Background: an optimization exercise with open tools, aiming at small area, a short achievable clock period and few clock cycles. Do not read the settings as production practice. The RTL was checked by simulation tests, not by an equivalence proof against the original design. The clock input has no modelled driver; a real chip could not lean on it and would need a root buffer or a full tree. No activity file was given, so power comes from the tool's default toggle rates.

==> flow/design.v <==
module linear_layer_with_mem #(
    parameter DATA_WIDTH    = 8,
    parameter W_WIDTH       = 8,
    parameter ACC_WIDTH     = 32,
    parameter ADDR_WIDTH    = 8,
    parameter DATABUS_WIDTH = 32,
    parameter N = 8,
    parameter M = 8
)(
    input  wire clk,
    input  wire rst,
    input  wire start,
    input  wire [ADDR_WIDTH-1:0] activ_base,
    input  wire [ADDR_WIDTH-1:0] weight_base,
    input  wire [ADDR_WIDTH-1:0] bias_base,
    input  wire [ADDR_WIDTH-1:0] output_base,
    output reg mem_w,
    output reg mem_sel,
    output reg done,
    output reg out_valid,
    output wire [ADDR_WIDTH-1:0]    address_bus,
    input  wire [DATABUS_WIDTH-1:0] data_bus_in,
    output wire [DATABUS_WIDTH-1:0] data_bus_out,
    input  wire                     ready
);
    localparam PH_IDLE = 3'b100, PH_ACT = 3'b000, PH_BIAS = 3'b001,
               PH_WGT = 3'b010, PH_OUT = 3'b011, PH_DONE = 3'b111;
    reg [2:0] phase;
    reg [2:0] i, j;        
    reg [1:0] k;           
    reg       busy;        
    reg       rdy_q, rdy_qq, rdy_q3;   
    reg       ov1;
    reg [7:0]  act [0:7];
    reg [8:0]  wq;         
    reg [15:0] bl;         
    reg        pneg;       
    reg        psgn;       
    reg [31:0] r;
    reg [7:0]  address;
    assign address_bus  = address;
    assign data_bus_out = r;
    wire xfer = mem_sel & ready;
    wire [2:0] trip = wq[2:0];
    wire [7:0] a = act[0];
    wire s_neg = trip[2] & ~(trip[1] & trip[0]);
    wire s_one = trip[1] ^ trip[0];
    wire s_two = (trip[2] & ~trip[1] & ~trip[0]) | (~trip[2] & trip[1] & trip[0]);
    wire [9:0] ppx = (({10{s_one}} & {{2{a[7]}}, a}) |
                      ({10{s_two}} & {a[7], a, 1'b0})) ^ {10{s_neg}};
    reg  [15:0] bsh;
    always @* begin
        case (k)
            2'd0: bsh = {{6{ppx[9]}}, ppx};
            2'd1: bsh = {{4{ppx[9]}}, ppx, {2{s_neg}}};
            2'd2: bsh = {{2{ppx[9]}}, ppx, {4{s_neg}}};
            default: bsh = {ppx, {6{s_neg}}};
        endcase
    end
    wire [15:0] bl_n   = busy ? bsh : 16'd0;
    wire        pneg_n = busy & s_neg;
    wire        psgn_n = busy & ppx[9];
    wire [15:0] lsum;
    wire        c16;
    llwm_add16 u_add (.a(r[15:0]), .b(bl), .ci(pneg), .s(lsum), .co(c16));
    wire [15:0] hpm;
    llwm_hi u_hi (.h(r[31:16]), .sgn(psgn), .o(hpm));
    wire [31:0] sum = {r[31:16] ^ (hpm & {16{c16 ^ psgn}}), lsum};
    reg [7:0] nbase;
    always @* begin
        case (phase[1:0])
            2'd0: nbase = activ_base;
            2'd1: nbase = bias_base;
            2'd2: nbase = weight_base;
            default: nbase = output_base;
        endcase
    end
    wire [5:0] off  = {i & {3{phase[1] & ~phase[0]}}, j | (i & {3{phase[0]}})};
    wire [5:0] offg = off & {6{rdy_q3}};
    wire [7:0] addr_n = (phase[2] | rdy_qq) ? nbase : address + {2'd0, offg};
    wire last_w = (phase == PH_WGT) & (j == 3'd7);
    always @(posedge clk or posedge rst) begin
        if (rst) begin
            phase <= PH_IDLE;
            i <= 0; j <= 0; k <= 0;
            busy <= 0; rdy_q <= 0; rdy_qq <= 0; rdy_q3 <= 0;
            mem_sel <= 0; mem_w <= 0;
            done <= 0; out_valid <= 0; ov1 <= 0;
        end else begin
            rdy_q <= xfer;
            rdy_qq <= rdy_q;
            rdy_q3 <= rdy_qq;
            ov1 <= xfer & mem_w;
            out_valid <= (xfer & mem_w) | ov1;
            mem_w <= (phase == PH_OUT);
            if (busy) begin
                k <= k + 2'd1;
                if (k == 2'd3) busy <= 0;
            end
            if (xfer && phase == PH_WGT) busy <= 1;
            if (xfer && phase == PH_OUT && i == 3'd7) done <= 1;
            if (phase == PH_IDLE)
                mem_sel <= start;
            else if (phase != PH_DONE && !done)
                mem_sel <= ~xfer & ~(rdy_q & last_w) & ~(rdy_qq & (phase == PH_OUT));
            else
                mem_sel <= 0;
            case (phase)
                PH_IDLE: if (start) phase <= PH_ACT;
                PH_DONE: ;
                default: if (rdy_q) begin
                    case (phase)
                        PH_ACT: begin
                            j <= j + 3'd1;
                            if (j == 3'd7) phase <= PH_BIAS;
                        end
                        PH_BIAS: phase <= PH_WGT;
                        PH_WGT: begin
                            j <= j + 3'd1;
                            if (j == 3'd7) phase <= PH_OUT;
                        end
                        default: begin
                            i <= i + 3'd1;
                            phase <= (i == 3'd7) ? PH_DONE : PH_BIAS;
                        end
                    endcase
                end
            endcase
        end
    end
    wire rot = busy & (k == 2'd3);
    wire act_ph = (phase == PH_ACT);
    wire act_last = rdy_q & (j == 3'd7);
    integer n;
    always @(posedge clk) begin
        address <= addr_n;
        wq <= busy ? {2'b00, wq[8:2]} : {data_bus_in[7:0], 1'b0};
        bl <= bl_n;
        pneg <= pneg_n;
        psgn <= psgn_n;
        if (act_ph && !act_last)
            act[7] <= data_bus_in[7:0];
        else if (rot)
            act[7] <= act[0];
        if ((act_ph && rdy_q && !act_last) || rot)
            for (n = 0; n < 7; n = n + 1) act[n] <= act[n+1];
        r <= (phase == PH_BIAS && !rdy_q) ? data_bus_in : sum;
    end
endmodule
module llwm_add16 (
    input  wire [15:0] a,
    input  wire [15:0] b,
    input  wire        ci,
    output wire [15:0] s,
    output wire        co
);
    wire [15:0] g0 = a & b;
    wire [15:0] p0 = a ^ b;
    reg  [15:0] G, P;
    integer lv, n;
    always @* begin
        G = g0; P = p0;
        for (lv = 0; lv < 4; lv = lv + 1)
            for (n = 0; n < 16; n = n + 1)
                if ((n % (2 << lv)) == (2 << lv) - 1) begin
                    G[n] = G[n] | (P[n] & G[n - (1 << lv)]);
                    P[n] = P[n] & P[n - (1 << lv)];
                end
        for (lv = 2; lv >= 0; lv = lv - 1)
            for (n = 0; n < 16; n = n + 1)
                if ((n % (2 << lv)) == (1 << lv) - 1 && n >= (2 << lv)) begin
                    G[n] = G[n] | (P[n] & G[n - (1 << lv)]);
                    P[n] = P[n] & P[n - (1 << lv)];
                end
    end
    wire [16:0] c = {G | (P & {16{ci}}), ci};
    assign s  = p0 ^ c[15:0];
    assign co = c[16];
endmodule
module llwm_hi (
    input  wire [15:0] h,
    input  wire        sgn,
    output wire [15:0] o
);
    wire [15:0] t = h ^ {16{sgn}};
    wire [15:0] m;
    assign m[0] = 1'b1;
    genvar gi;
    generate for (gi = 1; gi < 16; gi = gi + 1) begin : pre
        assign m[gi] = m[gi-1] & t[gi-1];
    end endgenerate
    assign o = m;
endmodule
==> flow/config.mk <==
export PLATFORM = sky130hd
export DESIGN_NAME = linear_layer_with_mem
export DESIGN_NICKNAME = linear_layer_with_mem
export VERILOG_FILES = /design/flow/design.v
export SDC_FILE = /design/flow/constraint.sdc
export NUM_CORES = 8
export LEC_CHECK = 0
export CAP_MARGIN = 20
export CORE_MARGIN = 2
export CORE_UTILIZATION = 65
export SLEW_MARGIN = 20
==> flow/constraint.sdc <==
create_clock -name core_clock -period 11.0 [get_ports {clk}]
set_input_delay 2.2000 -clock core_clock [delete_from_list [all_inputs] [get_ports {clk}]]
set_output_delay 2.2000 -clock core_clock [all_outputs]
set_load 0.01 [all_outputs]
standard.sh (not shown) runs the stock make flow with config.mk's settings and CLKGATE_MAP_FILE= SYNTH_SCRIPT=/design/flow/synth_recipe.tcl, a recipe that flattens the netlist after the stock synthesis.
==> flow/flow/run.sh <==
#!/bin/bash
# Own layout flow: the standard ORFS flow (standard.sh; the synthesis is
# the standard one, run first on its own), with
#  - the make settings listed in flow/knobs.txt (one per line, @WORK@ stands
#    for the work folder): small port buffers and timing repair aimed past the
#    clock period;
#  - the clock tree built by flow/mycts.tcl instead of TritonCTS: the clock
#    port drives a few clkbuf_16 cells, each driving the flip-flops of one
#    region, all with the same number of buffers on the clock path. Only that
#    call in a copy of ORFS's cts.tcl is changed.
# Each tool's full output goes to its ORFS log under orfs/logs/; make's own
# output goes to flow_make_*.log in the work folder.
set -euo pipefail
args=()
while IFS= read -r line; do
  [[ -z "$line" || "$line" == \#* ]] && continue
  args+=("${line//@WORK@/$PWD}")
done < flow/knobs.txt
bash standard.sh "${args[@]}" synth > flow_make_synth.log 2>&1
rm -rf myscripts
cp -r "$FLOW_HOME/scripts" myscripts
python3 - <<'PY'
p = 'myscripts/cts.tcl'
s = open(p).read()
old = 'log_cmd clock_tree_synthesis {*}$cts_args'
assert s.count(old) == 1
s = s.replace(old, 'source $::env(MYCTS_TCL)\nmy_cts_auto')
open(p, 'w').write(s)
PY
bash standard.sh "${args[@]}" "SCRIPTS_DIR=$PWD/myscripts" "MYCTS_TCL=$PWD/flow/mycts.tcl" finish > flow_make_finish.log 2>&1
==> flow/flow/knobs.txt <==
BUFFER_PORTS_ARGS=-buffer_cell sky130_fd_sc_hd__buf_1
SETUP_SLACK_MARGIN=8.0
MYCTS_NR=4
MYCTS_NL=8
MYCTS_ROOT=sky130_fd_sc_hd__buf_8
MYCTS_LEAF=sky130_fd_sc_hd__clkbuf_16
Other scripts of this flow, unchanged in this note and not shown: flow/flow/mycts.tcl
The baseline completed with no timing, DRC or antenna violations.
Testbench counts at the start, summed over its fixed seeds: cycles 85,824.
Change:
--- a/flow/flow/run.sh
+++ b/flow/flow/run.sh
@@ -3,5 +3,4 @@
 # the standard one, run first on its own), with
-#  - the make settings listed in flow/knobs.txt (one per line, @WORK@ stands
-#    for the work folder): small port buffers and timing repair aimed past the
-#    clock period;
+#  - the make settings listed in flow/knobs.txt (one per line): small port
+#    buffers and timing repair aimed past the clock period;
 #  - the clock tree built by flow/mycts.tcl instead of TritonCTS: the clock
@@ -16,3 +15,3 @@
   [[ -z "$line" || "$line" == \#* ]] && continue
-  args+=("${line//@WORK@/$PWD}")
+  args+=("$line")
 done < flow/knobs.txt
==> flow/flow/knobs.txt (replaced) <==
BUFFER_PORTS_ARGS=-buffer_cell sky130_fd_sc_hd__buf_1
SETUP_SLACK_MARGIN=7.7
MYCTS_NR=4
MYCTS_NL=8
MYCTS_ROOT=sky130_fd_sc_hd__buf_8
MYCTS_LEAF=sky130_fd_sc_hd__clkbuf_16
What happened: The changed run finished clean. Power goes down by 2.2%. Final area goes down by 1.5%. Core utilization goes down by 1.1 points. Sequential share of layout area hardly moves. Worst setup slack gets worse by 110 ps. Critical path depth does not change. Wire length goes down by 2.5%. Sequential cell count is unchanged. Sequential power barely changes. Hold slack gets worse by 17 ps. Die area stays the same.
Change:
==> flow/flow/knobs.txt (replaced) <==
BUFFER_PORTS_ARGS=-buffer_cell sky130_fd_sc_hd__buf_1
SETUP_SLACK_MARGIN=7.9
MYCTS_NR=4
MYCTS_NL=8
MYCTS_ROOT=sky130_fd_sc_hd__buf_8
MYCTS_LEAF=sky130_fd_sc_hd__clkbuf_16
=>
- sequential power is about the same
- die area stays the same
- total power is about the same
- clock power is about the same
- hold slack stays flat
In every run of this note, the design's own scripts or RTL, not TritonCTS, make the clock network.

## static timing again, ports no longer ideal
Ports are ideal in the flow. The routed layouts listed here were re-timed in OpenROAD.
Step 1 assumes that a clkbuf_16 drives the clock port and a buf_2 every other input.
Step 2 times the ports against the registers' clock, not the clock port: input delays grow and output delays shrink by t, the midpoint of the rising clock arrivals with the driver on.
Slacks: ideal / step 1 / step 2; pairs: ideal / step 1.
| run | t, ns | setup slack, ns | clock arrival spread, ns |
|---|---|---|---|
| the first run | 0.330 | 8.005 / 7.928 / 7.974 | 0.029 / 0.029 |
| the second run | 0.328 | 7.898 / 7.818 / 7.983 | 0.031 / 0.030 |
| the third run | 0.328 | 7.943 / 7.864 / 7.983 | 0.030 / 0.030 |
After both steps setup and hold are still met in every run listed. The setup slack of the first run, which loses most, moves by -0.077 ns with the drivers and by -0.031 ns with both steps.
